What follows belongs to an exercise in optimizing a design on an open flow for small area and a short achievable clock period; a production flow would make more cautious choices. RTL that was checked went through simulation tests only; none was proved equivalent to the original. No functional check of the RTL was part of run 1. No run shown here takes its clock network from TritonCTS; it comes from the design's own scripts or RTL. The clock input has no modelled driver; a real chip could not lean on it and would need a root buffer or a full tree. No activity file was given, so power comes from the tool's default toggle rates.

==> flow/design.v, too long to show whole: its modules and the start of the top module <==
// module mac16: 1321 lines
// module mac16_fa: 4 lines
// module mac16_pp: 3 lines
// module mac16_aoi: 3 lines
// module mac16_oai: 3 lines
// module mac16_nand: 3 lines
// module mac16_nor: 3 lines
// module mac16_xor: 3 lines
// module mac16_xnor: 3 lines
// module mac16_inv: 3 lines
// module mac16_ha: 4 lines
module mac16 (
    input             clk,
    input             rst_n,
    input      [15:0] a,
    input      [15:0] b,
    input      [31:0] acc,
    output reg [31:0] out
);
  // ...
==> flow/flow/run.sh <==
#!/bin/bash
# Own layout flow: the standard ORFS flow (standard.sh, synthesis included)
# with two hooks:
#  - flow/resize_hook.tcl, before the placement resizer: port buffer cells and
#    the drive strength of the operand flip-flops;
#  - flow/cts_hook3.tcl, at the start of CTS: a balanced clock tree of
#    inverter pairs (port -> 4 x clkinv_8 -> 4 x clkinv_16 -> flip-flops)
#    instead of TritonCTS's two-level H-tree of buffers.
set -euo pipefail
here=$(pwd)
export PRE_RESIZE_TCL=$here/flow/resize_hook.tcl
export PRE_CTS_TCL=$here/flow/cts_hook3.tcl
bash standard.sh > $here/standard_flow.log 2>&1
==> flow/flow/cts_hook3.tcl <==
# Clock tree of inverter pairs: the clock port drives four clkinv_8 clock
# inverters; each drives one clkinv_16, which drives the clock pins of one
# quarter of the flip-flops (halved at the median x, then at the median y).
# Every flip-flop sees the same two inverters between it and the port, so the
# clock keeps its polarity and the tree is balanced.
set db [ord::get_db]
set block [ord::get_db_block]
set clk_net [$block findNet clk]
set leaf_master [$db findMaster sky130_fd_sc_hd__clkinv_16]
set root_master [$db findMaster sky130_fd_sc_hd__clkinv_8]

set sinks {}
foreach it [$clk_net getITerms] {
  if {[$it isInputSignal]} {
    set loc [[$it getInst] getLocation]
    lappend sinks [list $it [lindex $loc 0] [lindex $loc 1]]
  }
}
proc bisect {items idx depth} {
  if {$depth == 0} { return [list $items] }
  set s [lsort -real -index $idx $items]
  set h [expr {[llength $s] / 2}]
  set nidx [expr {$idx == 1 ? 2 : 1}]
  return [concat [bisect [lrange $s 0 [expr {$h - 1}]] $nidx [expr {$depth - 1}]] \
                 [bisect [lrange $s $h end] $nidx [expr {$depth - 1}]]]
}
proc centre {items} {
  set sx 0; set sy 0
  foreach s $items { set sx [expr {$sx + [lindex $s 1]}]; set sy [expr {$sy + [lindex $s 2]}] }
  set n [llength $items]
  return [list [expr {int($sx / $n)}] [expr {int($sy / $n)}]]
}
set i 0
foreach g [bisect $sinks 1 2] {
  lassign [centre $g] cx cy
  set rinst [odb::dbInst_create $block $root_master "clkinv_r${i}"]
  set rnet [odb::dbNet_create $block "clknet_r${i}"]
  $rnet setSigType CLOCK
  [$rinst findITerm A] connect $clk_net
  [$rinst findITerm Y] connect $rnet
  $rinst setLocation $cx $cy
  $rinst setPlacementStatus PLACED
  set inst [odb::dbInst_create $block $leaf_master "clkinv_l${i}"]
  set net [odb::dbNet_create $block "clknet_l${i}"]
  $net setSigType CLOCK
  [$inst findITerm A] connect $rnet
  [$inst findITerm Y] connect $net
  foreach s $g {
    set it [lindex $s 0]
    $it disconnect
    $it connect $net
  }
  $inst setLocation $cx $cy
  $inst setPlacementStatus PLACED
  puts "cts_hook: clkinv_l${i} drives [llength $g] clock pins"
  incr i
}
$clk_net setSigType CLOCK

# cts.tcl calls repair_clock_inverters and clock_tree_synthesis next; the tree
# is already built (and its inverters must not be cloned per flip-flop).
rename repair_clock_inverters my_unused_repair_clock_inverters
proc repair_clock_inverters {args} { puts "cts_hook: clock inverters kept as built" }
rename clock_tree_synthesis my_unused_clock_tree_synthesis
proc clock_tree_synthesis {args} { puts "cts_hook: clock tree built by flow/cts_hook3.tcl" }
==> flow/flow/resize_hook.tcl <==
# Port buffers: a small buffer on inputs, a faster one on outputs (out[*] drives
# the 10 fF load and sits on the output timing path).
set n_in 0
set n_out 0
foreach inst [get_cells *] {
  set name [get_property $inst name]
  set ref [get_property $inst ref_name]
  if {[regexp {^input[0-9]+$} $name] && [string match "*buf*" $ref]
      && [get_property [get_nets -of_objects [get_pins $name/A]] name] ne "rst_n"} {
    replace_cell $inst sky130_fd_sc_hd__buf_1
    incr n_in
  } elseif {[regexp {^output[0-9]+$} $name] && [string match "*buf*" $ref]} {
    replace_cell $inst sky130_fd_sc_hd__buf_2
    incr n_out
  } elseif {[regexp {^[ab]_r\[[0-9]+\]} $name] && $ref eq "sky130_fd_sc_hd__dfxtp_1"} {
    replace_cell $inst sky130_fd_sc_hd__dfxtp_4
  }
}
puts "resize_hook: $n_in input and $n_out output buffers replaced"

# Logic cells that synthesis sized up (_2, _4, ...) go back to their smallest
# drive strength: the clock period leaves every such path far from critical.
set n_down 0
foreach inst [get_cells *] {
  set ref [get_property $inst ref_name]
  if {[regexp {^(sky130_fd_sc_hd__([a-z0-9]+))_([0-9]+)$} $ref -> base func drive]
      && $drive > 1
      && ![regexp {^(df|sdf|edf|dl|buf|clk|inv|bufinv|conb|tap|fill|decap|fa|ha)} $func]} {
    foreach small {1 0} {
      set lib_cell [get_lib_cells -quiet */${base}_${small}]
      if {$lib_cell ne ""} {
        replace_cell $inst [get_property $lib_cell name]
        incr n_down
        break
      }
    }
  }
}
puts "resize_hook: $n_down logic cells set to their smallest size"
==> flow/standard.sh <==
#!/bin/bash
# synth_recipe.tcl (not shown) runs the flow's synth.tcl, then flattens the netlist and writes it again
# the make line also repeats each setting of config.mk as NAME=value (left out here)
make -C /OpenROAD-flow-scripts/flow DESIGN_CONFIG=/design/flow/config.mk WORK_HOME=/design/flow/orfs CLKGATE_MAP_FILE= SYNTH_SCRIPT=/design/flow/synth_recipe.tcl "${@:-finish}"
==> flow/config.mk <==
export PLATFORM = sky130hd
export DESIGN_NAME = mac16
export DESIGN_NICKNAME = mac16
export VERILOG_FILES = /design/flow/design.v
export SDC_FILE = /design/flow/constraint.sdc
export NUM_CORES = 4
export LEC_CHECK = 0
export CAP_MARGIN = 20
export CORE_MARGIN = 2
export CORE_UTILIZATION = 65
export SLEW_MARGIN = 20
export SYNTH_HIERARCHICAL = 1
export SYNTH_MINIMUM_KEEP_SIZE = 0
==> flow/constraint.sdc <==
create_clock -name core_clock -period 15.0 [get_ports {clk}]
set_input_delay 3.0000 -clock core_clock [delete_from_list [all_inputs] [get_ports {clk}]]
set_output_delay 3.0000 -clock core_clock [all_outputs]
set_load 0.01 [all_outputs]
==> impl_summary.txt, run 1 <==
----------------------------------------------------
[Outcome]
  Result of the run ... no timing/DRC/antenna violations

[Synthesis]
  Most used flip-flop cell after synthesis ... sky130_fd_sc_hd__dfxtp_1
  Area share of the largest cell type after synthesis ... 0.4477
  Fraction of the mapped netlist area in adder cells ... 0.4976
  Synth Cell Area ... 10280 sq um
  Net count of the mapped netlist ... 1182
  Share of the synthesized area in compound gates (AO/OA/AOI/OAI) ... 0.03103
  Average size of a mapped cell ... 12.17 sq um
  Largest cells by area after synthesis ... sky130_fd_sc_hd__fa_1, sky130_fd_sc_hd__dfxtp_1, sky130_fd_sc_hd__nor2_1, sky130_fd_sc_hd__dfrtp_1, sky130_fd_sc_hd__ha_1

[Routing]
  DRC marker count from the first detailed-route iteration ... 453
  Vias/cell ... 5.702

[Place]
  Port bufs ... 97
  Detailed Place HPWL ... 17.34 mm
  Routability congestion estimate from global placement ... 0.9277
  Cell count after placement ... 1155

[Pwr]
  Clk power ... 0.169 mW
  Combinational group share of total power ... 0.552
  Sequential-cell power consumption ... 0.597 mW
  Clock Power Share ... 0.099
  Total power ... 1.709 mW

[Worst setup path]
  Critical Path Fanout Max ... 1
  Path type of the worst setup path ... reg2out
  Critical path depth in cells ... 1
  Crit path DAT ... 0.65 ns

[Floorplan]
  Die Height ... 129.8 microns
  Row count ... 45
  Total Die Area ... 16840 sq um

[GRT]
  Global-route wire length before repair ... 37.15 mm
  Global-route usage over all layers ... 0.2907
  Number of antenna violations at the first check in global routing ... 0
  Pin count of the biggest net entering global routing ... 40
  Global Route met3 Usage ... 0.04387

[STA]
  Worst Hold Slack ... 0.3601 ns
  Fmax ... 0.2737 GHz
  Final Hold Violating Endpoints ... 0
  Post-route clock skew ... 0.009854 ns

[Hold path]
  Endpoint of the worst hold-timing path ... v2n

[CTS]
  Post-CTS repair timing setup buffer count ... 0
  Resized Gates After CTS ... 0
  Worst-path clk slew ... 0.08 ns

[Layout]
  Inverters ... 49
  Largest contributor to cell area by class ... multi-input combinational cells
  Final net count ... 1291
  Layout Cells excl Fill ... 1163
  Proportion of cell area occupied by multi-input gates ... 0.6038

----------------------------------------------------
==> run 2: changes to the inputs <==
--- a/flow/design.v
+++ b/flow/design.v
@@ -1024,33 +1024,31 @@
     mac16_fa us485 (.a(c422), .b(c484), .c(s423), .s(s485), .co(c486));
     wire s487, c488;
     mac16_fa us487 (.a(c424), .b(s425), .c(c486), .s(s487), .co(c488));
     wire s489, c490;
     mac16_fa us489 (.a(c426), .b(s427), .c(c488), .s(s489), .co(c490));
     wire s491, c492;
     mac16_fa us491 (.a(c428), .b(s429), .c(c490), .s(s491), .co(c492));
     wire s493, c494;
-    mac16_fa us493 (.a(c430), .b(s431), .c(c492), .s(s493), .co(c494));
-    wire s495, c496;
-    mac16_ha us495 (.a(s479), .b(c478), .s(s495), .co(c496));
-    wire s497 = acc_r[31] ^ c480 ^ c496;
-    reg [6:0] lo_r;
-    reg [31:7] x_r;
-    reg [29:7] y_r;
+    mac16_ha us493 (.a(s479), .b(c478), .s(s493), .co(c494));
+    wire s495 = acc_r[31] ^ c480 ^ c494;
+    reg [5:0] lo_r;
+    reg [31:6] x_r;
+    reg [29:6] y_r;
     reg z_r;
     always @(posedge clk) begin
         lo_r[0] <= s481;
         lo_r[1] <= s483;
         lo_r[2] <= s485;
         lo_r[3] <= s487;
         lo_r[4] <= s489;
         lo_r[5] <= s491;
-        lo_r[6] <= s493;
-        x_r[7] <= c432;
+        x_r[6] <= c430;
+        x_r[7] <= s433;
         x_r[8] <= s435;
         x_r[9] <= s437;
         x_r[10] <= s439;
         x_r[11] <= s441;
         x_r[12] <= s443;
         x_r[13] <= s445;
         x_r[14] <= s447;
         x_r[15] <= s449;
@@ -1063,19 +1061,20 @@
         x_r[22] <= s463;
         x_r[23] <= s465;
         x_r[24] <= s467;
         x_r[25] <= s469;
         x_r[26] <= s471;
         x_r[27] <= s473;
         x_r[28] <= s475;
         x_r[29] <= s477;
-        x_r[30] <= s495;
-        x_r[31] <= s497;
-        y_r[7] <= s433;
+        x_r[30] <= s493;
+        x_r[31] <= s495;
+        y_r[6] <= s431;
+        y_r[7] <= c432;
         y_r[8] <= c434;
         y_r[9] <= c436;
         y_r[10] <= c438;
         y_r[11] <= c440;
         y_r[12] <= c442;
         y_r[13] <= c444;
         y_r[14] <= c446;
         y_r[15] <= c448;
@@ -1088,235 +1087,240 @@
         y_r[22] <= c462;
         y_r[23] <= c464;
         y_r[24] <= c466;
         y_r[25] <= c468;
         y_r[26] <= c470;
         y_r[27] <= c472;
         y_r[28] <= c474;
         y_r[29] <= c476;
-        z_r <= c494;
+        z_r <= c492;
     end
-    wire [31:7] y_v = {1'b0, 1'b0, y_r[29], y_r[28], y_r[27], y_r[26], y_r[25], y_r[24], y_r[23], y_r[22], y_r[21], y_r[20], y_r[19], y_r[18], y_r[17], y_r[16], y_r[15], y_r[14], y_r[13], y_r[12], y_r[11], y_r[10], y_r[9], y_r[8], y_r[7]};
+    wire [31:6] y_v = {1'b0, 1'b0, y_r[29], y_r[28], y_r[27], y_r[26], y_r[25], y_r[24], y_r[23], y_r[22], y_r[21], y_r[20], y_r[19], y_r[18], y_r[17], y_r[16], y_r[15], y_r[14], y_r[13], y_r[12], y_r[11], y_r[10], y_r[9], y_r[8], y_r[7], y_r[6]};
     wire g1, p2;
-    mac16_ha ug1 (.a(x_r[7]), .b(y_r[7]), .s(p2), .co(g1));
+    mac16_ha ug1 (.a(x_r[6]), .b(y_r[6]), .s(p2), .co(g1));
     wire g3, p4;
-    mac16_ha ug3 (.a(x_r[8]), .b(y_r[8]), .s(p4), .co(g3));
+    mac16_ha ug3 (.a(x_r[7]), .b(y_r[7]), .s(p4), .co(g3));
     wire g5, p6;
-    mac16_ha ug5 (.a(x_r[9]), .b(y_r[9]), .s(p6), .co(g5));
+    mac16_ha ug5 (.a(x_r[8]), .b(y_r[8]), .s(p6), .co(g5));
     wire g7, p8;
-    mac16_ha ug7 (.a(x_r[10]), .b(y_r[10]), .s(p8), .co(g7));
+    mac16_ha ug7 (.a(x_r[9]), .b(y_r[9]), .s(p8), .co(g7));
     wire g9, p10;
-    mac16_ha ug9 (.a(x_r[11]), .b(y_r[11]), .s(p10), .co(g9));
+    mac16_ha ug9 (.a(x_r[10]), .b(y_r[10]), .s(p10), .co(g9));
     wire g11, p12;
-    mac16_ha ug11 (.a(x_r[12]), .b(y_r[12]), .s(p12), .co(g11));
+    mac16_ha ug11 (.a(x_r[11]), .b(y_r[11]), .s(p12), .co(g11));
     wire g13, p14;
-    mac16_ha ug13 (.a(x_r[13]), .b(y_r[13]), .s(p14), .co(g13));
+    mac16_ha ug13 (.a(x_r[12]), .b(y_r[12]), .s(p14), .co(g13));
     wire g15, p16;
-    mac16_ha ug15 (.a(x_r[14]), .b(y_r[14]), .s(p16), .co(g15));
+    mac16_ha ug15 (.a(x_r[13]), .b(y_r[13]), .s(p16), .co(g15));
     wire g17, p18;
-    mac16_ha ug17 (.a(x_r[15]), .b(y_r[15]), .s(p18), .co(g17));
+    mac16_ha ug17 (.a(x_r[14]), .b(y_r[14]), .s(p18), .co(g17));
     wire g19, p20;
-    mac16_ha ug19 (.a(x_r[16]), .b(y_r[16]), .s(p20), .co(g19));
+    mac16_ha ug19 (.a(x_r[15]), .b(y_r[15]), .s(p20), .co(g19));
     wire g21, p22;
-    mac16_ha ug21 (.a(x_r[17]), .b(y_r[17]), .s(p22), .co(g21));
+    mac16_ha ug21 (.a(x_r[16]), .b(y_r[16]), .s(p22), .co(g21));
     wire g23, p24;
-    mac16_ha ug23 (.a(x_r[18]), .b(y_r[18]), .s(p24), .co(g23));
+    mac16_ha ug23 (.a(x_r[17]), .b(y_r[17]), .s(p24), .co(g23));
     wire g25, p26;
-    mac16_ha ug25 (.a(x_r[19]), .b(y_r[19]), .s(p26), .co(g25));
+    mac16_ha ug25 (.a(x_r[18]), .b(y_r[18]), .s(p26), .co(g25));
     wire g27, p28;
-    mac16_ha ug27 (.a(x_r[20]), .b(y_r[20]), .s(p28), .co(g27));
+    mac16_ha ug27 (.a(x_r[19]), .b(y_r[19]), .s(p28), .co(g27));
     wire g29, p30;
-    mac16_ha ug29 (.a(x_r[21]), .b(y_r[21]), .s(p30), .co(g29));
+    mac16_ha ug29 (.a(x_r[20]), .b(y_r[20]), .s(p30), .co(g29));
     wire g31, p32;
-    mac16_ha ug31 (.a(x_r[22]), .b(y_r[22]), .s(p32), .co(g31));
+    mac16_ha ug31 (.a(x_r[21]), .b(y_r[21]), .s(p32), .co(g31));
     wire g33, p34;
-    mac16_ha ug33 (.a(x_r[23]), .b(y_r[23]), .s(p34), .co(g33));
+    mac16_ha ug33 (.a(x_r[22]), .b(y_r[22]), .s(p34), .co(g33));
     wire g35, p36;
-    mac16_ha ug35 (.a(x_r[24]), .b(y_r[24]), .s(p36), .co(g35));
+    mac16_ha ug35 (.a(x_r[23]), .b(y_r[23]), .s(p36), .co(g35));
     wire g37, p38;
-    mac16_ha ug37 (.a(x_r[25]), .b(y_r[25]), .s(p38), .co(g37));
+    mac16_ha ug37 (.a(x_r[24]), .b(y_r[24]), .s(p38), .co(g37));
     wire g39, p40;
-    mac16_ha ug39 (.a(x_r[26]), .b(y_r[26]), .s(p40), .co(g39));
+    mac16_ha ug39 (.a(x_r[25]), .b(y_r[25]), .s(p40), .co(g39));
     wire g41, p42;
-    mac16_ha ug41 (.a(x_r[27]), .b(y_r[27]), .s(p42), .co(g41));
+    mac16_ha ug41 (.a(x_r[26]), .b(y_r[26]), .s(p42), .co(g41));
     wire g43, p44;
-    mac16_ha ug43 (.a(x_r[28]), .b(y_r[28]), .s(p44), .co(g43));
+    mac16_ha ug43 (.a(x_r[27]), .b(y_r[27]), .s(p44), .co(g43));
     wire g45, p46;
-    mac16_ha ug45 (.a(x_r[29]), .b(y_r[29]), .s(p46), .co(g45));
-    wire G47;
-    mac16_aoi uG47 (.a(g1), .b(p2), .c(z_r), .y(G47));
-    wire G48;
-    mac16_aoi uG48 (.a(g5), .b(p6), .c(g3), .y(G48));
-    wire P49;
-    mac16_nand uP49 (.a(p6), .b(p4), .y(P49));
+    mac16_ha ug45 (.a(x_r[28]), .b(y_r[28]), .s(p46), .co(g45));
+    wire g47, p48;
+    mac16_ha ug47 (.a(x_r[29]), .b(y_r[29]), .s(p48), .co(g47));
+    wire G49;
+    mac16_aoi uG49 (.a(g1), .b(p2), .c(z_r), .y(G49));
     wire G50;
-    mac16_aoi uG50 (.a(g9), .b(p10), .c(g7), .y(G50));
+    mac16_aoi uG50 (.a(g5), .b(p6), .c(g3), .y(G50));
     wire P51;
-    mac16_nand uP51 (.a(p10), .b(p8), .y(P51));
+    mac16_nand uP51 (.a(p6), .b(p4), .y(P51));
     wire G52;
-    mac16_aoi uG52 (.a(g13), .b(p14), .c(g11), .y(G52));
+    mac16_aoi uG52 (.a(g9), .b(p10), .c(g7), .y(G52));
     wire P53;
-    mac16_nand uP53 (.a(p14), .b(p12), .y(P53));
+    mac16_nand uP53 (.a(p10), .b(p8), .y(P53));
     wire G54;
-    mac16_aoi uG54 (.a(g17), .b(p18), .c(g15), .y(G54));
+    mac16_aoi uG54 (.a(g13), .b(p14), .c(g11), .y(G54));
     wire P55;
-    mac16_nand uP55 (.a(p18), .b(p16), .y(P55));
+    mac16_nand uP55 (.a(p14), .b(p12), .y(P55));
     wire G56;
-    mac16_aoi uG56 (.a(g21), .b(p22), .c(g19), .y(G56));
+    mac16_aoi uG56 (.a(g17), .b(p18), .c(g15), .y(G56));
     wire P57;
-    mac16_nand uP57 (.a(p22), .b(p20), .y(P57));
+    mac16_nand uP57 (.a(p18), .b(p16), .y(P57));
     wire G58;
-    mac16_aoi uG58 (.a(g25), .b(p26), .c(g23), .y(G58));
+    mac16_aoi uG58 (.a(g21), .b(p22), .c(g19), .y(G58));
     wire P59;
-    mac16_nand uP59 (.a(p26), .b(p24), .y(P59));
+    mac16_nand uP59 (.a(p22), .b(p20), .y(P59));
     wire G60;
-    mac16_aoi uG60 (.a(g29), .b(p30), .c(g27), .y(G60));
+    mac16_aoi uG60 (.a(g25), .b(p26), .c(g23), .y(G60));
     wire P61;
-    mac16_nand uP61 (.a(p30), .b(p28), .y(P61));
+    mac16_nand uP61 (.a(p26), .b(p24), .y(P61));
     wire G62;
-    mac16_aoi uG62 (.a(g33), .b(p34), .c(g31), .y(G62));
+    mac16_aoi uG62 (.a(g29), .b(p30), .c(g27), .y(G62));
     wire P63;
-    mac16_nand uP63 (.a(p34), .b(p32), .y(P63));
+    mac16_nand uP63 (.a(p30), .b(p28), .y(P63));
     wire G64;
-    mac16_aoi uG64 (.a(g37), .b(p38), .c(g35), .y(G64));
+    mac16_aoi uG64 (.a(g33), .b(p34), .c(g31), .y(G64));
     wire P65;
-    mac16_nand uP65 (.a(p38), .b(p36), .y(P65));
+    mac16_nand uP65 (.a(p34), .b(p32), .y(P65));
     wire G66;
-    mac16_aoi uG66 (.a(g41), .b(p42), .c(g39), .y(G66));
+    mac16_aoi uG66 (.a(g37), .b(p38), .c(g35), .y(G66));
     wire P67;
-    mac16_nand uP67 (.a(p42), .b(p40), .y(P67));
+    mac16_nand uP67 (.a(p38), .b(p36), .y(P67));
     wire G68;
-    mac16_aoi uG68 (.a(g45), .b(p46), .c(g43), .y(G68));
+    mac16_aoi uG68 (.a(g41), .b(p42), .c(g39), .y(G68));
     wire P69;
-    mac16_nand uP69 (.a(p46), .b(p44), .y(P69));
+    mac16_nand uP69 (.a(p42), .b(p40), .y(P69));
     wire G70;
-    mac16_aoi uG70 (.a(1'b0), .b(x_r[31]), .c(1'b0), .y(G70));
+    mac16_aoi uG70 (.a(g45), .b(p46), .c(g43), .y(G70));
     wire P71;
-    mac16_nand uP71 (.a(x_r[31]), .b(x_r[30]), .y(P71));
+    mac16_nand uP71 (.a(p46), .b(p44), .y(P71));
     wire G72;
-    mac16_oai uG72 (.a(G48), .b(P49), .c(G47), .y(G72));
-    wire G73;
-    mac16_oai uG73 (.a(G52), .b(P53), .c(G50), .y(G73));
-    wire P74;
-    mac16_nor uP74 (.a(P53), .b(P51), .y(P74));
+    mac16_aoi uG72 (.a(1'b0), .b(x_r[30]), .c(g47), .y(G72));
+    wire P73;
+    mac16_nand uP73 (.a(x_r[30]), .b(p48), .y(P73));
+    wire G74;
+    mac16_oai uG74 (.a(G50), .b(P51), .c(G49), .y(G74));
     wire G75;
-    mac16_oai uG75 (.a(G56), .b(P57), .c(G54), .y(G75));
+    mac16_oai uG75 (.a(G54), .b(P55), .c(G52), .y(G75));
     wire P76;
-    mac16_nor uP76 (.a(P57), .b(P55), .y(P76));
+    mac16_nor uP76 (.a(P55), .b(P53), .y(P76));
     wire G77;
-    mac16_oai uG77 (.a(G60), .b(P61), .c(G58), .y(G77));
+    mac16_oai uG77 (.a(G58), .b(P59), .c(G56), .y(G77));
     wire P78;
-    mac16_nor uP78 (.a(P61), .b(P59), .y(P78));
+    mac16_nor uP78 (.a(P59), .b(P57), .y(P78));
     wire G79;
-    mac16_oai uG79 (.a(G64), .b(P65), .c(G62), .y(G79));
+    mac16_oai uG79 (.a(G62), .b(P63), .c(G60), .y(G79));
     wire P80;
-    mac16_nor uP80 (.a(P65), .b(P63), .y(P80));
+    mac16_nor uP80 (.a(P63), .b(P61), .y(P80));
     wire G81;
-    mac16_oai uG81 (.a(G68), .b(P69), .c(G66), .y(G81));
+    mac16_oai uG81 (.a(G66), .b(P67), .c(G64), .y(G81));
     wire P82;
-    mac16_nor uP82 (.a(P69), .b(P67), .y(P82));
+    mac16_nor uP82 (.a(P67), .b(P65), .y(P82));
     wire G83;
-    mac16_aoi uG83 (.a(G73), .b(P74), .c(G72), .y(G83));
-    wire G84;
-    mac16_aoi uG84 (.a(G77), .b(P78), .c(G75), .y(G84));
-    wire P85;
-    mac16_nand uP85 (.a(P78), .b(P76), .y(P85));
+    mac16_oai uG83 (.a(G70), .b(P71), .c(G68), .y(G83));
+    wire P84;
+    mac16_nor uP84 (.a(P71), .b(P69), .y(P84));
+    wire G85;
+    mac16_aoi uG85 (.a(G75), .b(P76), .c(G74), .y(G85));
     wire G86;
-    mac16_aoi uG86 (.a(G81), .b(P82), .c(G79), .y(G86));
+    mac16_aoi uG86 (.a(G79), .b(P80), .c(G77), .y(G86));
     wire P87;
-    mac16_nand uP87 (.a(P82), .b(P80), .y(P87));
+    mac16_nand uP87 (.a(P80), .b(P78), .y(P87));
     wire G88;
-    mac16_oai uG88 (.a(G84), .b(P85), .c(G83), .y(G88));
-    wire n89;
-    mac16_inv un89 (.a(G88), .y(n89));
+    mac16_aoi uG88 (.a(G83), .b(P84), .c(G81), .y(G88));
+    wire P89;
+    mac16_nand uP89 (.a(P84), .b(P82), .y(P89));
     wire G90;
-    mac16_oai uG90 (.a(G86), .b(P87), .c(n89), .y(G90));
+    mac16_oai uG90 (.a(G86), .b(P87), .c(G85), .y(G90));
     wire n91;
-    mac16_inv un91 (.a(G83), .y(n91));
+    mac16_inv un91 (.a(G90), .y(n91));
     wire G92;
-    mac16_aoi uG92 (.a(G75), .b(P76), .c(n91), .y(G92));
-    wire G93;
-    mac16_aoi uG93 (.a(G79), .b(P80), .c(G88), .y(G93));
-    wire n94;
-    mac16_inv un94 (.a(G72), .y(n94));
+    mac16_oai uG92 (.a(G88), .b(P89), .c(n91), .y(G92));
+    wire n93;
+    mac16_inv un93 (.a(G85), .y(n93));
+    wire G94;
+    mac16_aoi uG94 (.a(G77), .b(P78), .c(n93), .y(G94));
     wire G95;
-    mac16_oai uG95 (.a(G50), .b(P51), .c(n94), .y(G95));
-    wire G96;
-    mac16_oai uG96 (.a(G54), .b(P55), .c(G83), .y(G96));
+    mac16_aoi uG95 (.a(G81), .b(P82), .c(G90), .y(G95));
+    wire n96;
+    mac16_inv un96 (.a(G74), .y(n96));
     wire G97;
-    mac16_oai uG97 (.a(G58), .b(P59), .c(G92), .y(G97));
-    wire n98;
-    mac16_inv un98 (.a(G88), .y(n98));
+    mac16_oai uG97 (.a(G52), .b(P53), .c(n96), .y(G97));
+    wire G98;
+    mac16_oai uG98 (.a(G56), .b(P57), .c(G85), .y(G98));
     wire G99;
-    mac16_oai uG99 (.a(G62), .b(P63), .c(n98), .y(G99));
-    wire G100;
-    mac16_oai uG100 (.a(G66), .b(P67), .c(G93), .y(G100));
-    wire n101;
-    mac16_inv un101 (.a(G90), .y(n101));
+    mac16_oai uG99 (.a(G60), .b(P61), .c(G94), .y(G99));
+    wire n100;
+    mac16_inv un100 (.a(G90), .y(n100));
+    wire G101;
+    mac16_oai uG101 (.a(G64), .b(P65), .c(n100), .y(G101));
     wire G102;
-    mac16_oai uG102 (.a(G70), .b(P71), .c(n101), .y(G102));
+    mac16_oai uG102 (.a(G68), .b(P69), .c(G95), .y(G102));
     wire n103;
-    mac16_inv un103 (.a(G47), .y(n103));
+    mac16_inv un103 (.a(G92), .y(n103));
     wire G104;
-    mac16_aoi uG104 (.a(g3), .b(p4), .c(n103), .y(G104));
-    wire G105;
-    mac16_aoi uG105 (.a(g7), .b(p8), .c(G72), .y(G105));
+    mac16_oai uG104 (.a(G72), .b(P73), .c(n103), .y(G104));
+    wire n105;
+    mac16_inv un105 (.a(G49), .y(n105));
     wire G106;
-    mac16_aoi uG106 (.a(g11), .b(p12), .c(G95), .y(G106));
-    wire n107;
-    mac16_inv un107 (.a(G83), .y(n107));
+    mac16_aoi uG106 (.a(g3), .b(p4), .c(n105), .y(G106));
+    wire G107;
+    mac16_aoi uG107 (.a(g7), .b(p8), .c(G74), .y(G107));
     wire G108;
-    mac16_aoi uG108 (.a(g15), .b(p16), .c(n107), .y(G108));
-    wire G109;
-    mac16_aoi uG109 (.a(g19), .b(p20), .c(G96), .y(G109));
-    wire n110;
-    mac16_inv un110 (.a(G92), .y(n110));
+    mac16_aoi uG108 (.a(g11), .b(p12), .c(G97), .y(G108));
+    wire n109;
+    mac16_inv un109 (.a(G85), .y(n109));
+    wire G110;
+    mac16_aoi uG110 (.a(g15), .b(p16), .c(n109), .y(G110));
     wire G111;
-    mac16_aoi uG111 (.a(g23), .b(p24), .c(n110), .y(G111));
-    wire G112;
-    mac16_aoi uG112 (.a(g27), .b(p28), .c(G97), .y(G112));
+    mac16_aoi uG111 (.a(g19), .b(p20), .c(G98), .y(G111));
+    wire n112;
+    mac16_inv un112 (.a(G94), .y(n112));
     wire G113;
-    mac16_aoi uG113 (.a(g31), .b(p32), .c(G88), .y(G113));
+    mac16_aoi uG113 (.a(g23), .b(p24), .c(n112), .y(G113));
     wire G114;
-    mac16_aoi uG114 (.a(g35), .b(p36), .c(G99), .y(G114));
-    wire n115;
-    mac16_inv un115 (.a(G93), .y(n115));
+    mac16_aoi uG114 (.a(g27), .b(p28), .c(G99), .y(G114));
+    wire G115;
+    mac16_aoi uG115 (.a(g31), .b(p32), .c(G90), .y(G115));
     wire G116;
-    mac16_aoi uG116 (.a(g39), .b(p40), .c(n115), .y(G116));
-    wire G117;
-    mac16_aoi uG117 (.a(g43), .b(p44), .c(G100), .y(G117));
+    mac16_aoi uG116 (.a(g35), .b(p36), .c(G101), .y(G116));
+    wire n117;
+    mac16_inv un117 (.a(G95), .y(n117));
     wire G118;
-    mac16_aoi uG118 (.a(1'b0), .b(x_r[30]), .c(G90), .y(G118));
-    wire [31:7] sum_n;
-    mac16_xnor ux7 (.a(p2), .b(z_r), .y(sum_n[7]));
-    mac16_xor ux8 (.a(p4), .b(G47), .y(sum_n[8]));
-    mac16_xor ux9 (.a(p6), .b(G104), .y(sum_n[9]));
-    mac16_xnor ux10 (.a(p8), .b(G72), .y(sum_n[10]));
-    mac16_xor ux11 (.a(p10), .b(G105), .y(sum_n[11]));
-    mac16_xnor ux12 (.a(p12), .b(G95), .y(sum_n[12]));
-    mac16_xor ux13 (.a(p14), .b(G106), .y(sum_n[13]));
-    mac16_xor ux14 (.a(p16), .b(G83), .y(sum_n[14]));
-    mac16_xor ux15 (.a(p18), .b(G108), .y(sum_n[15]));
-    mac16_xnor ux16 (.a(p20), .b(G96), .y(sum_n[16]));
-    mac16_xor ux17 (.a(p22), .b(G109), .y(sum_n[17]));
-    mac16_xor ux18 (.a(p24), .b(G92), .y(sum_n[18]));
-    mac16_xor ux19 (.a(p26), .b(G111), .y(sum_n[19]));
-    mac16_xnor ux20 (.a(p28), .b(G97), .y(sum_n[20]));
-    mac16_xor ux21 (.a(p30), .b(G112), .y(sum_n[21]));
-    mac16_xnor ux22 (.a(p32), .b(G88), .y(sum_n[22]));
-    mac16_xor ux23 (.a(p34), .b(G113), .y(sum_n[23]));
-    mac16_xnor ux24 (.a(p36), .b(G99), .y(sum_n[24]));
-    mac16_xor ux25 (.a(p38), .b(G114), .y(sum_n[25]));
-    mac16_xor ux26 (.a(p40), .b(G93), .y(sum_n[26]));
-    mac16_xor ux27 (.a(p42), .b(G116), .y(sum_n[27]));
-    mac16_xnor ux28 (.a(p44), .b(G100), .y(sum_n[28]));
-    mac16_xor ux29 (.a(p46), .b(G117), .y(sum_n[29]));
-    mac16_xnor ux30 (.a(x_r[30]), .b(G90), .y(sum_n[30]));
-    mac16_xor ux31 (.a(x_r[31]), .b(G118), .y(sum_n[31]));
+    mac16_aoi uG118 (.a(g39), .b(p40), .c(n117), .y(G118));
+    wire G119;
+    mac16_aoi uG119 (.a(g43), .b(p44), .c(G102), .y(G119));
+    wire G120;
+    mac16_aoi uG120 (.a(g47), .b(p48), .c(G92), .y(G120));
+    wire G121;
+    mac16_aoi uG121 (.a(1'b0), .b(x_r[31]), .c(G104), .y(G121));
+    wire [31:6] sum_n;
+    mac16_xnor ux6 (.a(p2), .b(z_r), .y(sum_n[6]));
+    mac16_xor ux7 (.a(p4), .b(G49), .y(sum_n[7]));
+    mac16_xor ux8 (.a(p6), .b(G106), .y(sum_n[8]));
+    mac16_xnor ux9 (.a(p8), .b(G74), .y(sum_n[9]));
+    mac16_xor ux10 (.a(p10), .b(G107), .y(sum_n[10]));
+    mac16_xnor ux11 (.a(p12), .b(G97), .y(sum_n[11]));
+    mac16_xor ux12 (.a(p14), .b(G108), .y(sum_n[12]));
+    mac16_xor ux13 (.a(p16), .b(G85), .y(sum_n[13]));
+    mac16_xor ux14 (.a(p18), .b(G110), .y(sum_n[14]));
+    mac16_xnor ux15 (.a(p20), .b(G98), .y(sum_n[15]));
+    mac16_xor ux16 (.a(p22), .b(G111), .y(sum_n[16]));
+    mac16_xor ux17 (.a(p24), .b(G94), .y(sum_n[17]));
+    mac16_xor ux18 (.a(p26), .b(G113), .y(sum_n[18]));
+    mac16_xnor ux19 (.a(p28), .b(G99), .y(sum_n[19]));
+    mac16_xor ux20 (.a(p30), .b(G114), .y(sum_n[20]));
+    mac16_xnor ux21 (.a(p32), .b(G90), .y(sum_n[21]));
+    mac16_xor ux22 (.a(p34), .b(G115), .y(sum_n[22]));
+    mac16_xnor ux23 (.a(p36), .b(G101), .y(sum_n[23]));
+    mac16_xor ux24 (.a(p38), .b(G116), .y(sum_n[24]));
+    mac16_xor ux25 (.a(p40), .b(G95), .y(sum_n[25]));
+    mac16_xor ux26 (.a(p42), .b(G118), .y(sum_n[26]));
+    mac16_xnor ux27 (.a(p44), .b(G102), .y(sum_n[27]));
+    mac16_xor ux28 (.a(p46), .b(G119), .y(sum_n[28]));
+    mac16_xnor ux29 (.a(p48), .b(G92), .y(sum_n[29]));
+    mac16_xor ux30 (.a(x_r[30]), .b(G120), .y(sum_n[30]));
+    mac16_xnor ux31 (.a(x_r[31]), .b(G104), .y(sum_n[31]));
     wire [31:0] sum = {~sum_n, lo_r};
     always @(posedge clk or negedge rst_n) begin
         if (!rst_n)
             out <= 32'd0;
         else
             out <= ~(~sum | {32{v2n}});
     end
 endmodule
==> impl_summary.txt, run 2 <==
----------------------------------------------------
[Worst setup path]
  Cell count of the worst reg-to-reg path ... 8 (unchanged)
  Launch point of the worst reg-to-reg path ... b_r[1] (unchanged)
  Required @ worst endpoint ... 12.00 ns (about the same)
  Slowest cell on the critical path ... sky130_fd_sc_hd__dfrtp_1 (unchanged)
  Path type of the worst setup path ... reg2out (unchanged)
  End of the worst register-to-register path ... x_r[18] (was x_r[17])
  Flop-to-flop setup slack ... 11.39 ns (was 11.35 ns)
  Startpoint kind of the worst setup timing path ... flip-flop (unchanged)
  Cells along the critical path ... buf_2 (unchanged)
  Crit path DAT ... 0.66 ns (was 0.65 ns)
  Number of buffer and inverter instances along the worst setup path ... 1 (unchanged)
  CP Capture Type ... output port (unchanged)
  Startpoint of the most critical setup path ... out[23] (was out[26])
  Critical Path Fanout Max ... 1 (unchanged)
  Dominant delay contributor by cell family on the critical path ... flip-flops (unchanged)
  CP peak stage delay ... 0.37 ns (was 0.38 ns)

[Floorplan]
  Starting Density ... 0.6570 (was 0.6715)
  Row count ... 46 (was 45)
  Total Die Area ... 16910 sq um (was 16840 sq um)
  Std-Cell Core Area ... 15710 sq um (was 15310 sq um)
  Boundary pin count ... 98 (unchanged)
  Die Height ... 130.0 microns (was 129.8 microns)
  X dimension of the die ... 130.0 microns (was 129.8 microns)

[GRT]
  Global-route usage over all layers ... 0.2960 (was 0.2907)
  Global route overflow ... 0 (unchanged)
  Vias in the first global route ... 7381 (was 7446)
  Global-route wire length before repair ... 37.78 mm (was 37.15 mm)
  Pin count of the biggest net entering global routing ... 40 (unchanged)
  Number of antenna violations at the first check in global routing ... 0 (unchanged)

[Routing]
  Detailed-route via count ... 6724 (was 6631)
  Router iterations before antenna repair ... 8 (was 5)
  DRT antenna net count ... 0 (unchanged)
  DR WL/cell ... 20.39 microns (was 19.95 microns)
  DRC marker count from the first detailed-route iteration ... 635 (was 453)
  Vias/cell ... 5.737 (was 5.702)
  Final WL ... 23.90 mm (was 23.20 mm)
  Remaining routing DRC violations ... 0 (unchanged)

[Place]
  Worst slack after detailed placement ... 11.23 ns (was 11.22 ns)
  Routability congestion estimate from global placement ... 0.8948 (was 0.9277)
  Detailed Place HPWL ... 17.66 mm (was 17.34 mm)
  Post-placement cell area ... 11010 sq um (was 10980 sq um)
  Port bufs ... 97 (unchanged)

[Synthesis]
  Synthesized flop and latch total ... 155 (was 154)
  Synth Cell Area ... 10320 sq um (was 10280 sq um)
  Proportion of synthesized chip area in sequential cells ... 0.3172 (was 0.3165)
  Most numerous cell in the Yosys netlist ... sky130_fd_sc_hd__nor2_1 (unchanged)
  Area share of the largest cell type after synthesis ... 0.4441 (was 0.4477)
  Commonest cells in the synthesized netlist ... sky130_fd_sc_hd__nor2_1, sky130_fd_sc_hd__fa_1, sky130_fd_sc_hd__dfxtp_1 (unchanged)
  Top cell type by total area after synthesis ... sky130_fd_sc_hd__fa_1 (unchanged)
  Average size of a mapped cell ... 12.13 sq um (was 12.17 sq um)
  Post-synth EDFFs ... 0 (unchanged)
  Largest cells by area after synthesis ... sky130_fd_sc_hd__fa_1, sky130_fd_sc_hd__dfxtp_1, sky130_fd_sc_hd__nor2_1, sky130_fd_sc_hd__dfrtp_1, sky130_fd_sc_hd__ha_1 (unchanged)
  Most used flip-flop cell after synthesis ... sky130_fd_sc_hd__dfxtp_1 (unchanged)
  Count of unique library cells instantiated by Yosys ... 16 (unchanged)
  YS warnings ... 7 (unchanged)
  Post-synthesis async set-or-reset flop share ... 0.2194 (was 0.2208)
  Count of mapped cells out of synthesis ... 851 (was 845)
  Net count of the mapped netlist ... 1188 (was 1182)

[Layout]
  Final net count ... 1295 (was 1291)
  Area grow syn2layout ... 8.460% (was 8.615%)
  Most common cell after layout, fill and taps aside ... sky130_fd_sc_hd__nor2_1 (unchanged)
  Fill cell total of the finished layout ... 1125 (was 1124)
  Antenna diodes ... 0 (unchanged)
  Fraction of layout instances using a drive strength above 1 ... 0.07950 (was 0.08193)
  Commonest cells after routing, fill and taps aside ... sky130_fd_sc_hd__nor2_1, sky130_fd_sc_hd__fa_1, sky130_fd_sc_hd__dfxtp_1, sky130_fd_sc_hd__buf_1 (unchanged)
  Final instance area ... 11200 sq um (was 11170 sq um)
  Largest registers ranked by flip-flop count ... acc_r: 32 flops, out: 32 flops, x_r: 26 flops (was acc_r: 32 flops, out: 32 flops, x_r: 25 flops)
  Fraction of the core area covered by cells at the end of the flow ... 0.7126 (was 0.7293)

[CTS]
  Resized Gates After CTS ... 0 (unchanged)
  Post-CTS repair timing setup buffer count ... 0 (unchanged)
  Hold-fix buffers, CTS ... 0 (unchanged)
  Worst-path clk slew ... 0.09 ns (was 0.08 ns)
  Clock latency on the worst-skew pair ... 0.15 ns (was 0.14 ns)

[STA]
  Count of endpoints failing setup in the final report ... 0 (unchanged)
  Final Hold Violating Endpoints ... 0 (unchanged)
  Unrepaired setup endpoints after global routing ... false (unchanged)
  Post-route clock skew ... 0.01238 ns (was 0.009854 ns)
  Final-report max-slew violation count ... 0 (unchanged)
  Transition time of the tightest slew-check pin ... 0.6013 ns (was 0.6443 ns)
  Worst Slack Setup Final ... 11.34 ns (was 11.35 ns)
  Post-layout minimum cycle time ... 3.658 ns (was 3.653 ns)
  Setup TNS ... 0 ns (unchanged)
  Fmax ... 0.2734 GHz (was 0.2737 GHz)
  Worst slew slack as a fraction of its limit ... 0.5991 (was 0.5705)
  Final worst path period share ... 0.2439 (was 0.2435)

[Pwr]
  Worst IR Drop VDD ... 0.08613 mV (was 0.1073 mV)
  Static Leakage ... 5.130 nW (was 5.122 nW)
  Power density normalized to cell area ... 153.8 nW/um^2 (was 153.0 nW/um^2)
  Total power ... 1.722 mW (was 1.709 mW)

[Hold path]
  Cell depth of the worst min-delay path ... 1 (unchanged)
  Hold Crit Start ... v1 (unchanged)
  Hold crit path type ... reg2reg (unchanged)
  Endpoint of the worst hold-timing path ... v2n (unchanged)

[Flow run]
  Max Cap Viol ... 0 (unchanged)

[Outcome]
  Result of the run ... no timing/DRC/antenna violations (unchanged)

----------------------------------------------------
-- run 2: final cells by class --
type / count / area, sq um / area share
multi-input combinational: 651 / 6756 / 0.6034
sequential: 155 / 3395 / 0.3032
timing repair buffer: 100 / 432.9 / 0.03866
inverter: 50 / 342.8 / 0.03062
tap: 216 / 270.3 / 0.02414
-- run 2: report_power, final --
part | leakage, nW | total (mW) | internal [mW] | switching [mW]
sequential | 1.47 | 0.604 | 0.541 | 0.0629
clock | 0.0732 | 0.173 | 0.0361 | 0.137
combinational | 3.59 | 0.945 | 0.425 | 0.519
total | 5.13 | 1.72 | 1.00 | 0.719
-- run 2: kinds of logic after synthesis --
group,after synthesis,synth area share
compound gates,44,0.03224
fa+ha+maj,271,0.4950
other cells,2,0.0007275
flops,155,0.3172
simple gates,307,0.1131
xor+xnor,27,0.02436
buf+inv,45,0.01745
-- run 2: through the flow --
stage          std cells  hold slack, ns
2_1_floorplan        851          0.3367
3_3_place_gp        1164          0.3518
3_5_place_dp        1164          0.3593
4_1_cts             1172          0.3589
5_1_grt             1172          0.3882
6_report            1172          0.3626
-- run 2: worst max path at each step --
stage | to | slack (ns) | cells after the start
finish | out[23] | 11.34 | 1
global route | x_r[18] | 11.29 | 8
CTS | v2n | 11.23 | 2
detailed placement | v2n | 11.23 | 2
global placement | x_r[16] | 11.16 | 7
floorplan | x_r[16] | 11.52 | 7
-- run 2: per-module statistics from Yosys, one instance, submodules excluded --
module      times used  flip-flops and latches
mac16_xnor          10                       0
mac16_nand          14                       0
mac16_inv            9                       0
mac16_fa           229                       0
mac16_oai           14                       0
mac16_aoi           30                       0
mac16_xor           16                       0
mac16_pp           256                       0
mac16_ha            42                       0
mac16                1                     155
mac16_nor            5                       0
-- run 2: layer usage --
metal | global-route usage | share of wire | routed length, microns
met2 | 0.4903 | 0.48 | 11440
met3 | 0.04182 | 0.097 | 2323
met5 | 0 | 0 | 0
met4 | 0.09994 | 0.039 | 928
met1 | 0.4117 | 0.39 | 9203
==> run 3: changes to the inputs <==
==> flow/flow/run.sh (replaced) <==
#!/bin/bash
# Own layout flow: the standard ORFS flow (standard.sh, synthesis included)
# with two hooks:
#  - flow/resize_hook.tcl, before the placement resizer: port buffer cells,
#    the drive strength of the operand flip-flops, and logic cells that
#    synthesis sized up set back to their smallest drive strength;
#  - flow/cts_hook3.tcl, at the start of CTS: a balanced clock tree of
#    inverter pairs (port -> 4 x clkinv_8 -> 4 x clkinv_16 -> flip-flops)
#    instead of TritonCTS's two-level H-tree of buffers.
set -euo pipefail
here=$(pwd)
export PRE_RESIZE_TCL=$here/flow/resize_hook.tcl
export PRE_CTS_TCL=$here/flow/cts_hook3.tcl
bash standard.sh > $here/standard_flow.log 2>&1
--- a/flow/config.mk
+++ b/flow/config.mk
@@ -8,6 +8,7 @@
 export CAP_MARGIN = 20
 export CORE_MARGIN = 2
 export CORE_UTILIZATION = 65
+export PLACE_DENSITY = 0.8
 export SLEW_MARGIN = 20
 export SYNTH_HIERARCHICAL = 1
 export SYNTH_MINIMUM_KEEP_SIZE = 0
==> impl_summary.txt, run 3 <==
----------------------------------------------------
[Outcome]
  Result of the run ... no timing/DRC/antenna violations (unchanged)

[STA]
  Count of endpoints failing setup in the final report ... 0 (unchanged)
  Worst slew slack as a fraction of its limit ... 0.6017 (was 0.5991)
  Setup TNS ... 0 ns (unchanged)
  Worst Slack Setup Final ... 11.34 ns (about the same)
  Worst Hold Slack ... 0.3598 ns (was 0.3626 ns)
  Final worst path period share ... 0.2439 (about the same)
  Post-route clock skew ... 0.01246 ns (was 0.01238 ns)
  Transition time of the tightest slew-check pin ... 0.5975 ns (was 0.6013 ns)
  Post-layout minimum cycle time ... 3.658 ns (about the same)
  Fmax ... 0.2733 GHz (was 0.2734 GHz)
  Final Hold Violating Endpoints ... 0 (unchanged)
  Unrepaired setup endpoints after global routing ... false (unchanged)
  Final-report max-slew violation count ... 0 (unchanged)

[Layout]
  Area grow syn2layout ... 8.314% (was 8.460%)
  Fraction of the core area covered by cells at the end of the flow ... 0.7117 (was 0.7126)
  Antenna diodes ... 0 (unchanged)
  Layout Cells excl Fill ... 1170 (was 1172)
  Most common cell after layout, fill and taps aside ... sky130_fd_sc_hd__nor2_1 (unchanged)
  Final net count ... 1293 (was 1295)
  Fill cell total of the finished layout ... 1102 (was 1125)
  Fraction of layout instances using a drive strength above 1 ... 0.07757 (was 0.07950)
  Reg area ... 3395 sq um (unchanged)
  Area of the multi-input gates ... 6756 sq um (unchanged)
  Final instance area ... 11180 sq um (was 11200 sq um)
  Commonest cells after routing, fill and taps aside ... sky130_fd_sc_hd__nor2_1, sky130_fd_sc_hd__fa_1, sky130_fd_sc_hd__dfxtp_1, sky130_fd_sc_hd__buf_1 (unchanged)
  Largest registers ranked by flip-flop count ... acc_r: 32 flops, out: 32 flops, x_r: 26 flops (unchanged)

[Floorplan]
  Boundary pin count ... 98 (unchanged)
  Total Die Area ... 16910 sq um (unchanged)
  Die Height ... 130.0 microns (unchanged)
  X dimension of the die ... 130.0 microns (unchanged)
  Std-Cell Core Area ... 15710 sq um (unchanged)
  Starting Density ... 0.6570 (unchanged)
  Row count ... 46 (unchanged)

[Routing]
  Vias/cell ... 5.542 (was 5.737)
  Router iterations before antenna repair ... 5 (was 8)
  DRT antenna net count ... 0 (unchanged)
  Remaining routing DRC violations ... 0 (unchanged)
  Final WL ... 22.04 mm (was 23.90 mm)
  DRC marker count from the first detailed-route iteration ... 534 (was 635)
  Detailed-route via count ... 6484 (was 6724)
  DR WL/cell ... 18.84 microns (was 20.39 microns)

[Synthesis]
  Largest cells by area after synthesis ... sky130_fd_sc_hd__fa_1, sky130_fd_sc_hd__dfxtp_1, sky130_fd_sc_hd__nor2_1, sky130_fd_sc_hd__dfrtp_1, sky130_fd_sc_hd__ha_1 (unchanged)
  Post-synthesis async set-or-reset flop share ... 0.2194 (unchanged)
  Synth Cell Area ... 10320 sq um (unchanged)
  Most used flip-flop cell after synthesis ... sky130_fd_sc_hd__dfxtp_1 (unchanged)
  Average size of a mapped cell ... 12.13 sq um (unchanged)
  Most numerous cell in the Yosys netlist ... sky130_fd_sc_hd__nor2_1 (unchanged)
  Combinational family with the most area after synthesis ... adder cells (unchanged)
  Top cell type by total area after synthesis ... sky130_fd_sc_hd__fa_1 (unchanged)
  Fraction of the mapped netlist area in adder cells ... 0.4950 (unchanged)
  Area share of the largest cell type after synthesis ... 0.4441 (unchanged)
  Synthesized flop and latch total ... 155 (unchanged)
  YS warnings ... 7 (unchanged)
  Commonest cells in the synthesized netlist ... sky130_fd_sc_hd__nor2_1, sky130_fd_sc_hd__fa_1, sky130_fd_sc_hd__dfxtp_1 (unchanged)
  Net count of the mapped netlist ... 1188 (unchanged)
  Post-synth EDFFs ... 0 (unchanged)
  Multiplexer area fraction after synthesis ... 0 (unchanged)
  Share of the synthesized area in compound gates (AO/OA/AOI/OAI) ... 0.03224 (unchanged)
  Count of mapped cells out of synthesis ... 851 (unchanged)
  Parity-gate share of the synthesized area counting xor and xnor cells ... 0.02436 (unchanged)
  Basic-gate share of the synthesized area counting and, or, nand and nor cells ... 0.1131 (unchanged)
  Proportion of synthesized chip area in sequential cells ... 0.3172 (unchanged)
  Count of unique library cells instantiated by Yosys ... 16 (unchanged)

[Worst setup path]
  Crit path DAT ... 0.66 ns (about the same)
  Startpoint of the most critical setup path ... out[28] (was out[23])
  Required @ worst endpoint ... 12.00 ns (about the same)
  Path type of the worst setup path ... reg2out (unchanged)
  Cells along the critical path ... buf_2 (unchanged)
  CP peak stage delay ... 0.38 ns (was 0.37 ns)
  Slowest cell on the critical path ... sky130_fd_sc_hd__dfrtp_1 (unchanged)
  Number of buffer and inverter instances along the worst setup path ... 1 (unchanged)
  Critical Path Fanout Max ... 1 (unchanged)
  CP Capture Type ... output port (unchanged)
  Startpoint kind of the worst setup timing path ... flip-flop (unchanged)
  Dominant delay contributor by cell family on the critical path ... flip-flops (unchanged)
  Launch point of the worst reg-to-reg path ... b_r[15] (was b_r[1])

[GRT]
  Pin count of the biggest net entering global routing ... 40 (unchanged)
  Vias in the first global route ... 6940 (was 7381)
  Global route overflow ... 0 (unchanged)
  Global-route usage over all layers ... 0.2751 (was 0.2960)
  Global-route wire length before repair ... 35.45 mm (was 37.78 mm)
  Number of antenna violations at the first check in global routing ... 0 (unchanged)

[Place]
  Post-placement cell area ... 11000 sq um (was 11010 sq um)
  Detailed Place HPWL ... 16.30 mm (was 17.66 mm)
  Port bufs ... 97 (unchanged)
  Routability congestion estimate from global placement ... 0.9064 (was 0.8948)
  Cell count after placement ... 1162 (was 1164)
  Worst slack after detailed placement ... 11.22 ns (was 11.23 ns)

[CTS]
  Hold-fix buffers, CTS ... 0 (unchanged)
  Resized Gates After CTS ... 0 (unchanged)
  Clock latency on the worst-skew pair ... 0.14 ns (was 0.15 ns)
  Post-CTS repair timing setup buffer count ... 0 (unchanged)
  Worst-path clk slew ... 0.08 ns (was 0.09 ns)

[Hold path]
  Hold crit path type ... reg2reg (unchanged)
  Hold Crit Start ... v1 (unchanged)

[Pwr]
  Static Leakage ... 5.120 nW (was 5.130 nW)
  Worst IR Drop VDD ... 0.08195 mV (was 0.08613 mV)
  Total power ... 1.688 mW (was 1.722 mW)
  Power density normalized to cell area ... 150.9 nW/um^2 (was 153.8 nW/um^2)

[Flow run]
  Max Cap Viol ... 0 (unchanged)

----------------------------------------------------
run 3: final cells by class:
type	count	share of cell area
flip-flops and latches	155	0.3036
multi-input cells	651	0.6042
well taps	216	0.02417
inverters	50	0.03066
repair buffers	98	0.03737
run 3: logic make-up after synthesis:
family | count (synthesis)
simple gates | 307
fa+ha+maj | 271
flops | 155
buf+inv | 45
compound gates | 44
xor+xnor | 27
other cells | 2
run 3: Yosys stat by module, one instance, submodules excluded, a selection:
module	copies in the design	cells	flops+latches
mac16_oai	14	1	0
mac16	1	226	155
mac16_pp	256	1	0
mac16_xnor	10	1	0
mac16_inv	9	1	0
mac16_nand	14	1	0
mac16_fa	229	1	0
mac16_nor	5	1	0
run 3: power breakdown:
group	switching, mW	total, mW	internal (mW)
logic	0.492	0.908	0.416
registers	0.0671	0.609	0.541
clock network	0.135	0.171	0.0360
run 3: routing by layer:
| layer | GRT usage | up-vias | share of wire |
|---|---|---|---|
| li1 | - | 2801 | - |
| met1 | 0.3975 | 3155 | 0.39 |
| met2 | 0.4256 | 452 | 0.46 |
| met3 | 0.06683 | 76 | 0.12 |
| met4 | 0.08033 | 0 | 0.037 |
| met5 | 0 | - | 0 |
run 3: worst paths after layout:
kind,end,slack (ns),cells after the start
setup reg to reg,x_r[16],11.45,7
max in group asynchronous,v2n,11.41,2
setup / recovery,out[28],11.34,1
min in group asynchronous,out[30],3.23,2
hold reg to reg,v2n,0.36,1
hold / removal,v2n,0.36,1
==> run 4: changes to the inputs <==
--- a/flow/config.mk
+++ b/flow/config.mk
@@ -8,7 +8,6 @@
 export CAP_MARGIN = 20
 export CORE_MARGIN = 2
 export CORE_UTILIZATION = 65
-export PLACE_DENSITY = 0.8
 export SLEW_MARGIN = 20
 export SYNTH_HIERARCHICAL = 1
 export SYNTH_MINIMUM_KEEP_SIZE = 0
==> impl_summary.txt, run 4 <==
----------------------------------------------------
[Layout]
  Final instance area ... 11200 sq um (was 11180 sq um)
  Largest registers ranked by flip-flop count ... acc_r: 32 flops, out: 32 flops, x_r: 26 flops (unchanged)
  Fraction of layout instances using a drive strength above 1 ... 0.07950 (was 0.07757)
  Fill cell total of the finished layout ... 1125 (was 1102)
  Commonest cells after routing, fill and taps aside ... sky130_fd_sc_hd__nor2_1, sky130_fd_sc_hd__fa_1, sky130_fd_sc_hd__dfxtp_1, sky130_fd_sc_hd__buf_1 (unchanged)
  Final net count ... 1295 (was 1293)
  Antenna diodes ... 0 (unchanged)
  Most common cell after layout, fill and taps aside ... sky130_fd_sc_hd__nor2_1 (unchanged)
  Area grow syn2layout ... 8.460% (was 8.314%)
  Layout Cells excl Fill ... 1172 (was 1170)
  Fraction of the core area covered by cells at the end of the flow ... 0.7126 (was 0.7117)

[Synthesis]
  Post-synth EDFFs ... 0 (unchanged)
  Commonest cells in the synthesized netlist ... sky130_fd_sc_hd__nor2_1, sky130_fd_sc_hd__fa_1, sky130_fd_sc_hd__dfxtp_1 (unchanged)
  Largest cells by area after synthesis ... sky130_fd_sc_hd__fa_1, sky130_fd_sc_hd__dfxtp_1, sky130_fd_sc_hd__nor2_1, sky130_fd_sc_hd__dfrtp_1, sky130_fd_sc_hd__ha_1 (unchanged)
  Area share of the largest cell type after synthesis ... 0.4441 (unchanged)
  YS warnings ... 7 (unchanged)
  Synth Cell Area ... 10320 sq um (unchanged)
  Most used flip-flop cell after synthesis ... sky130_fd_sc_hd__dfxtp_1 (unchanged)
  Synthesized flop and latch total ... 155 (unchanged)
  Proportion of synthesized chip area in sequential cells ... 0.3172 (unchanged)
  Count of unique library cells instantiated by Yosys ... 16 (unchanged)
  Count of mapped cells out of synthesis ... 851 (unchanged)
  Top cell type by total area after synthesis ... sky130_fd_sc_hd__fa_1 (unchanged)
  Most numerous cell in the Yosys netlist ... sky130_fd_sc_hd__nor2_1 (unchanged)
  Post-synthesis async set-or-reset flop share ... 0.2194 (unchanged)
  Net count of the mapped netlist ... 1188 (unchanged)
  Average size of a mapped cell ... 12.13 sq um (unchanged)

[Hold path]
  Hold crit path type ... reg2reg (unchanged)

[GRT]
  Global route overflow ... 0 (unchanged)
  Global-route usage over all layers ... 0.2960 (was 0.2751)
  Pin count of the biggest net entering global routing ... 40 (unchanged)
  Number of antenna violations at the first check in global routing ... 0 (unchanged)
  Global-route wire length before repair ... 37.78 mm (was 35.45 mm)
  Vias in the first global route ... 7381 (was 6940)

[Pwr]
  Seq pwr share ... 0.351 (was 0.361)
  Total power ... 1.722 mW (was 1.688 mW)
  Net load switching power ... 0.7187 mW (was 0.6947 mW)
  P_int ... 1.003 mW (was 0.9930 mW)
  Combinational group share of total power ... 0.549 (was 0.538)
  Worst IR Drop VDD ... 0.08613 mV (was 0.08195 mV)
  Share of total power consumed by net switching ... 0.4175 (was 0.4116)
  Power density normalized to cell area ... 153.8 nW/um^2 (was 150.9 nW/um^2)
  Clock Power Share ... 0.100 (was 0.102)
  Static Leakage ... 5.130 nW (was 5.120 nW)

[Floorplan]
  Starting Density ... 0.6570 (unchanged)
  Boundary pin count ... 98 (unchanged)
  Std-Cell Core Area ... 15710 sq um (unchanged)
  Die Height ... 130.0 microns (unchanged)
  X dimension of the die ... 130.0 microns (unchanged)
  Row count ... 46 (unchanged)
  Total Die Area ... 16910 sq um (unchanged)

[STA]
  Post-layout minimum cycle time ... 3.658 ns (about the same)
  Fmax ... 0.2734 GHz (was 0.2733 GHz)
  Transition time of the tightest slew-check pin ... 0.6013 ns (was 0.5975 ns)
  Worst slew slack as a fraction of its limit ... 0.5991 (was 0.6017)
  Final-report max-slew violation count ... 0 (unchanged)
  Final Hold Violating Endpoints ... 0 (unchanged)
  Post-route clock skew ... 0.01238 ns (was 0.01246 ns)
  Worst Hold Slack ... 0.3626 ns (was 0.3598 ns)
  Setup TNS ... 0 ns (unchanged)
  Final worst path period share ... 0.2439 (about the same)
  Count of endpoints failing setup in the final report ... 0 (unchanged)
  Unrepaired setup endpoints after global routing ... false (unchanged)
  Worst Slack Setup Final ... 11.34 ns (about the same)

[Place]
  Post-placement cell area ... 11010 sq um (was 11000 sq um)
  Detailed Place HPWL ... 17.66 mm (was 16.30 mm)
  Cell count after placement ... 1164 (was 1162)
  Port bufs ... 97 (unchanged)
  Worst slack after detailed placement ... 11.23 ns (was 11.22 ns)
  Routability congestion estimate from global placement ... 0.8948 (was 0.9064)

[CTS]
  Clock latency on the worst-skew pair ... 0.15 ns (was 0.14 ns)
  Post-CTS repair timing setup buffer count ... 0 (unchanged)
  Resized Gates After CTS ... 0 (unchanged)
  Worst-path clk slew ... 0.09 ns (was 0.08 ns)
  Hold-fix buffers, CTS ... 0 (unchanged)

[Outcome]
  Result of the run ... no timing/DRC/antenna violations (unchanged)

[Routing]
  Detailed-route via count ... 6724 (was 6484)
  DR WL/cell ... 20.39 microns (was 18.84 microns)
  Vias/cell ... 5.737 (was 5.542)
  Final WL ... 23.90 mm (was 22.04 mm)
  Router iterations before antenna repair ... 8 (was 5)
  DRT antenna net count ... 0 (unchanged)
  DRC marker count from the first detailed-route iteration ... 635 (was 534)
  Remaining routing DRC violations ... 0 (unchanged)

[Worst setup path]
  Path type of the worst setup path ... reg2out (unchanged)
  Cells along the critical path ... buf_2 (unchanged)
  Dominant delay contributor by cell family on the critical path ... flip-flops (unchanged)
  Critical Path Fanout Max ... 1 (unchanged)
  Startpoint kind of the worst setup timing path ... flip-flop (unchanged)
  Number of buffer and inverter instances along the worst setup path ... 1 (unchanged)
  CP peak stage delay ... 0.37 ns (was 0.38 ns)
  Slowest cell on the critical path ... sky130_fd_sc_hd__dfrtp_1 (unchanged)
  Required @ worst endpoint ... 12.00 ns (about the same)
  CP Capture Type ... output port (unchanged)
  Crit path DAT ... 0.66 ns (about the same)

[Flow run]
  Max Cap Viol ... 0 (unchanged)

----------------------------------------------------
[run 4: cell counts after synthesis]
Identical to the previous run, type by type.
[run 4: cells by family after synthesis]
logic type,after synthesis,synth area share
xor+xnor,27,0.02436
fa+ha+maj,271,0.4950
simple gates,307,0.1131
other cells,2,0.0007275
buf+inv,45,0.01745
compound gates,44,0.03224
flops,155,0.3172
[run 4: path summary, 6_finish.rpt]
| kind | from | endpoint | slack, ns | depth (start not counted) |
|---|---|---|---|---|
| worst max-delay path | out[23] | out[23] | 11.34 | 1 |
| worst min-delay path | v1 | v2n | 0.36 | 1 |
| worst max register to register | b_r[1] | x_r[18] | 11.39 | 8 |
| worst min register to register | v1 | v2n | 0.36 | 1 |
| max in group asynchronous | rst_n | v2n | 11.42 | 2 |
| min in group asynchronous | rst_n | out[24] | 3.25 | 2 |
[run 4: per-layer routing]
| layer | global-route usage | vias up | part of all wire |
|---|---|---|---|
| met4 | 0.09994 | 0 | 0.039 |
| met2 | 0.4903 | 475 | 0.48 |
| met3 | 0.04182 | 94 | 0.097 |
| met1 | 0.4117 | 3349 | 0.39 |
| met5 | 0 | - | 0 |
| li1 | - | 2806 | - |
[run 4: cell type report]
cell class,instances,area [sq um],area share
inverter,50,342.8,0.03062
timing repair buffer,100,432.9,0.03866
multi-input combinational,651,6756,0.6034
sequential,155,3395,0.3032
tap,216,270.3,0.02414
[run 4: per-module statistics from Yosys, one instance, submodules excluded]
module / cell area [sq um] / flip-flops and latches
mac16: 3587 / 155
mac16_aoi: 8.758 / 0
mac16_fa: 20.02 / 0
mac16_ha: 12.51 / 0
mac16_inv: 3.754 / 0
mac16_nand: 3.754 / 0
mac16_nor: 3.754 / 0
mac16_oai: 5.005 / 0
mac16_pp: 3.754 / 0
mac16_xnor: 8.758 / 0
mac16_xor: 8.758 / 0
[run 4: power groups by stage]
stage / clock network [mW] / logic (mW) / registers, mW
floorplan: 0 / 0.718 / 0.610
finish: 0.173 / 0.945 / 0.604
CTS: 0.137 / 0.948 / 0.614
global placement: 0 / 0.976 / 0.613
global route: 0.196 / 1.08 / 0.615
detailed placement: 0 / 0.938 / 0.612
==> run 5: changes to the inputs <==
--- a/flow/config.mk
+++ b/flow/config.mk
@@ -8,6 +8,7 @@
 export CAP_MARGIN = 20
 export CORE_MARGIN = 2
 export CORE_UTILIZATION = 65
+export PLACE_DENSITY = 0.92
 export SLEW_MARGIN = 20
 export SYNTH_HIERARCHICAL = 1
 export SYNTH_MINIMUM_KEEP_SIZE = 0
==> impl_summary.txt, run 5 <==
----------------------------------------------------
[Outcome]
  Result of the run ... no timing/DRC/antenna violations (unchanged)

[STA]
  Final worst path period share ... 0.2434 (was 0.2439)
  Fmax ... 0.2738 GHz (was 0.2734 GHz)
  Worst slew slack as a fraction of its limit ... 0.5096 (was 0.5991)
  Post-route clock skew ... 0.007095 ns (was 0.01238 ns)

[Pwr]
  P_int ... 0.9966 mW (was 1.003 mW)

[Worst setup path]
  Required @ worst endpoint ... 12.00 ns (about the same)
  Cell count of the worst reg-to-reg path ... 7 (was 8)
  Flop-to-flop setup slack ... 11.39 ns (about the same)
  End of the worst register-to-register path ... x_r[16] (was x_r[18])
  Critical Path Fanout Max ... 1 (unchanged)

[Synthesis]
  Synth Cell Area ... 10320 sq um (unchanged)
  Post-synth EDFFs ... 0 (unchanged)
  Count of mapped cells out of synthesis ... 851 (unchanged)
  Top cell type by total area after synthesis ... sky130_fd_sc_hd__fa_1 (unchanged)
  Most used flip-flop cell after synthesis ... sky130_fd_sc_hd__dfxtp_1 (unchanged)
  Synthesized flop and latch total ... 155 (unchanged)

[GRT]
  Global Route met3 Usage ... 0.04920 (was 0.04182)
  Most used routing layer ... met2 (unchanged)
  Met2 capacity usage during global routing ... 0.4743 (was 0.4903)
  Global-route usage over all layers ... 0.2796 (was 0.2960)

[Routing]
  Remaining routing DRC violations ... 0 (unchanged)
  DRT antenna net count ... 0 (unchanged)
  Vias/cell ... 5.804 (was 5.737)

[CTS]
  Worst-path clk slew ... 0.08 ns (was 0.09 ns)
  Resized Gates After CTS ... 0 (unchanged)

[Floorplan]
  X dimension of the die ... 130.0 microns (unchanged)
  Boundary pin count ... 98 (unchanged)

[Layout]
  Antenna diodes ... 0 (unchanged)
  Largest registers ranked by flip-flop count ... acc_r: 32 flops, out: 32 flops, x_r: 26 flops (unchanged)

[Place]
  Port bufs ... 97 (unchanged)

[Hold path]
  Cell depth of the worst min-delay path ... 1 (unchanged)
  Endpoint of the worst hold-timing path ... v2n (unchanged)
  Hold Crit Start ... v1 (unchanged)

----------------------------------------------------
## run 5: changes by cell type in the layout (fill, tap and decap cells not counted)
cell	previous run	this run
sky130_fd_sc_hd__buf_4	3	0
sky130_fd_sc_hd__buf_2	32	33
sky130_fd_sc_hd__clkdlybuf4s50_1	1	0
## run 5: layout make-up
cell class                      instances  area (sq um)
Fill cell                            1068          4543
Multi-Input combinational cell        651          6756
Inverter                               50         342.8
Timing Repair Buffer                   97         405.4
Sequential cell                       155          3395
Tap cell                              216         270.3
## run 5: layer usage
layer  up-vias  part of all wire
met2       499              0.50
met5         -                 0
met3       107             0.097
met4         0             0.046
met1      3375              0.36
li1       2804                 -
## run 5: worst max path at each step
stage                    to  slack (ns)  cells past startpoint     from
floorplan           x_r[16]       11.52                      7   b_r[3]
global placement    out[26]       11.16                      1  out[26]
detailed placement  out[11]       11.37                      1    rst_n
CTS                 out[10]       11.37                      1    rst_n
global route        out[12]       11.32                      1  out[12]
finish              out[23]       11.35                      1  out[23]
## run 5: power groups by stage
stage | Clock, mW | Sequential, mW | Combinational, mW
2_1_floorplan | 0 | 0.610 | 0.718
6_report | 0.166 | 0.608 | 0.930
4_1_cts | 0.137 | 0.617 | 0.930
5_1_grt | 0.190 | 0.618 | 1.04
3_5_place_dp | 0 | 0.616 | 0.927
3_3_place_gp | 0 | 0.613 | 0.958
## run 5: logic make-up (layout without fill, tap and decap cells)
logic type	Yosys count	after routing	synth area share
adder cells (fa/ha/maj)	271	271	0.4950
XOR/XNOR	27	27	0.02436
other	2	2	0.0007275
AO/OA/AOI/OAI	44	44	0.03224
flip-flops	155	155	0.3172
buffers and inverters	45	147	0.01745
AND/OR/NAND/NOR	307	307	0.1131
## run 5: Yosys stat by module, one instance, submodules excluded
module	flops+latches	cells	copies in the design	area, sq um
mac16_aoi	0	1	30	8.758
mac16_pp	0	1	256	3.754
mac16_xnor	0	1	10	8.758
mac16	155	226	1	3587
mac16_oai	0	1	14	5.005
mac16_xor	0	1	16	8.758
mac16_inv	0	1	9	3.754
mac16_ha	0	1	42	12.51
mac16_nor	0	1	5	3.754
mac16_fa	0	1	229	20.02
mac16_nand	0	1	14	3.754
## run 5: through the flow
stage | util | setup WS, ns | area [sq um] | std cells
global route | 0.7109 | 11.32 | 11170 | 1169
global placement | 0.7343 | 11.16 | 11540 | 1161
floorplan | - | 11.52 | 10320 | 851
finish | 0.7109 | 11.35 | 11170 | 1169
detailed placement | 0.6991 | 11.37 | 10980 | 1161
CTS | 0.7109 | 11.37 | 11170 | 1169

Re-timed with assumed drivers on the ports (clkbuf_16 on the clock, buf_2 on other inputs), run 5 has 11.199 ns of setup slack against 11.348 ns with ideal ports, and 11.394 ns once port delays also move by the mid clock arrival of 0.284 ns.
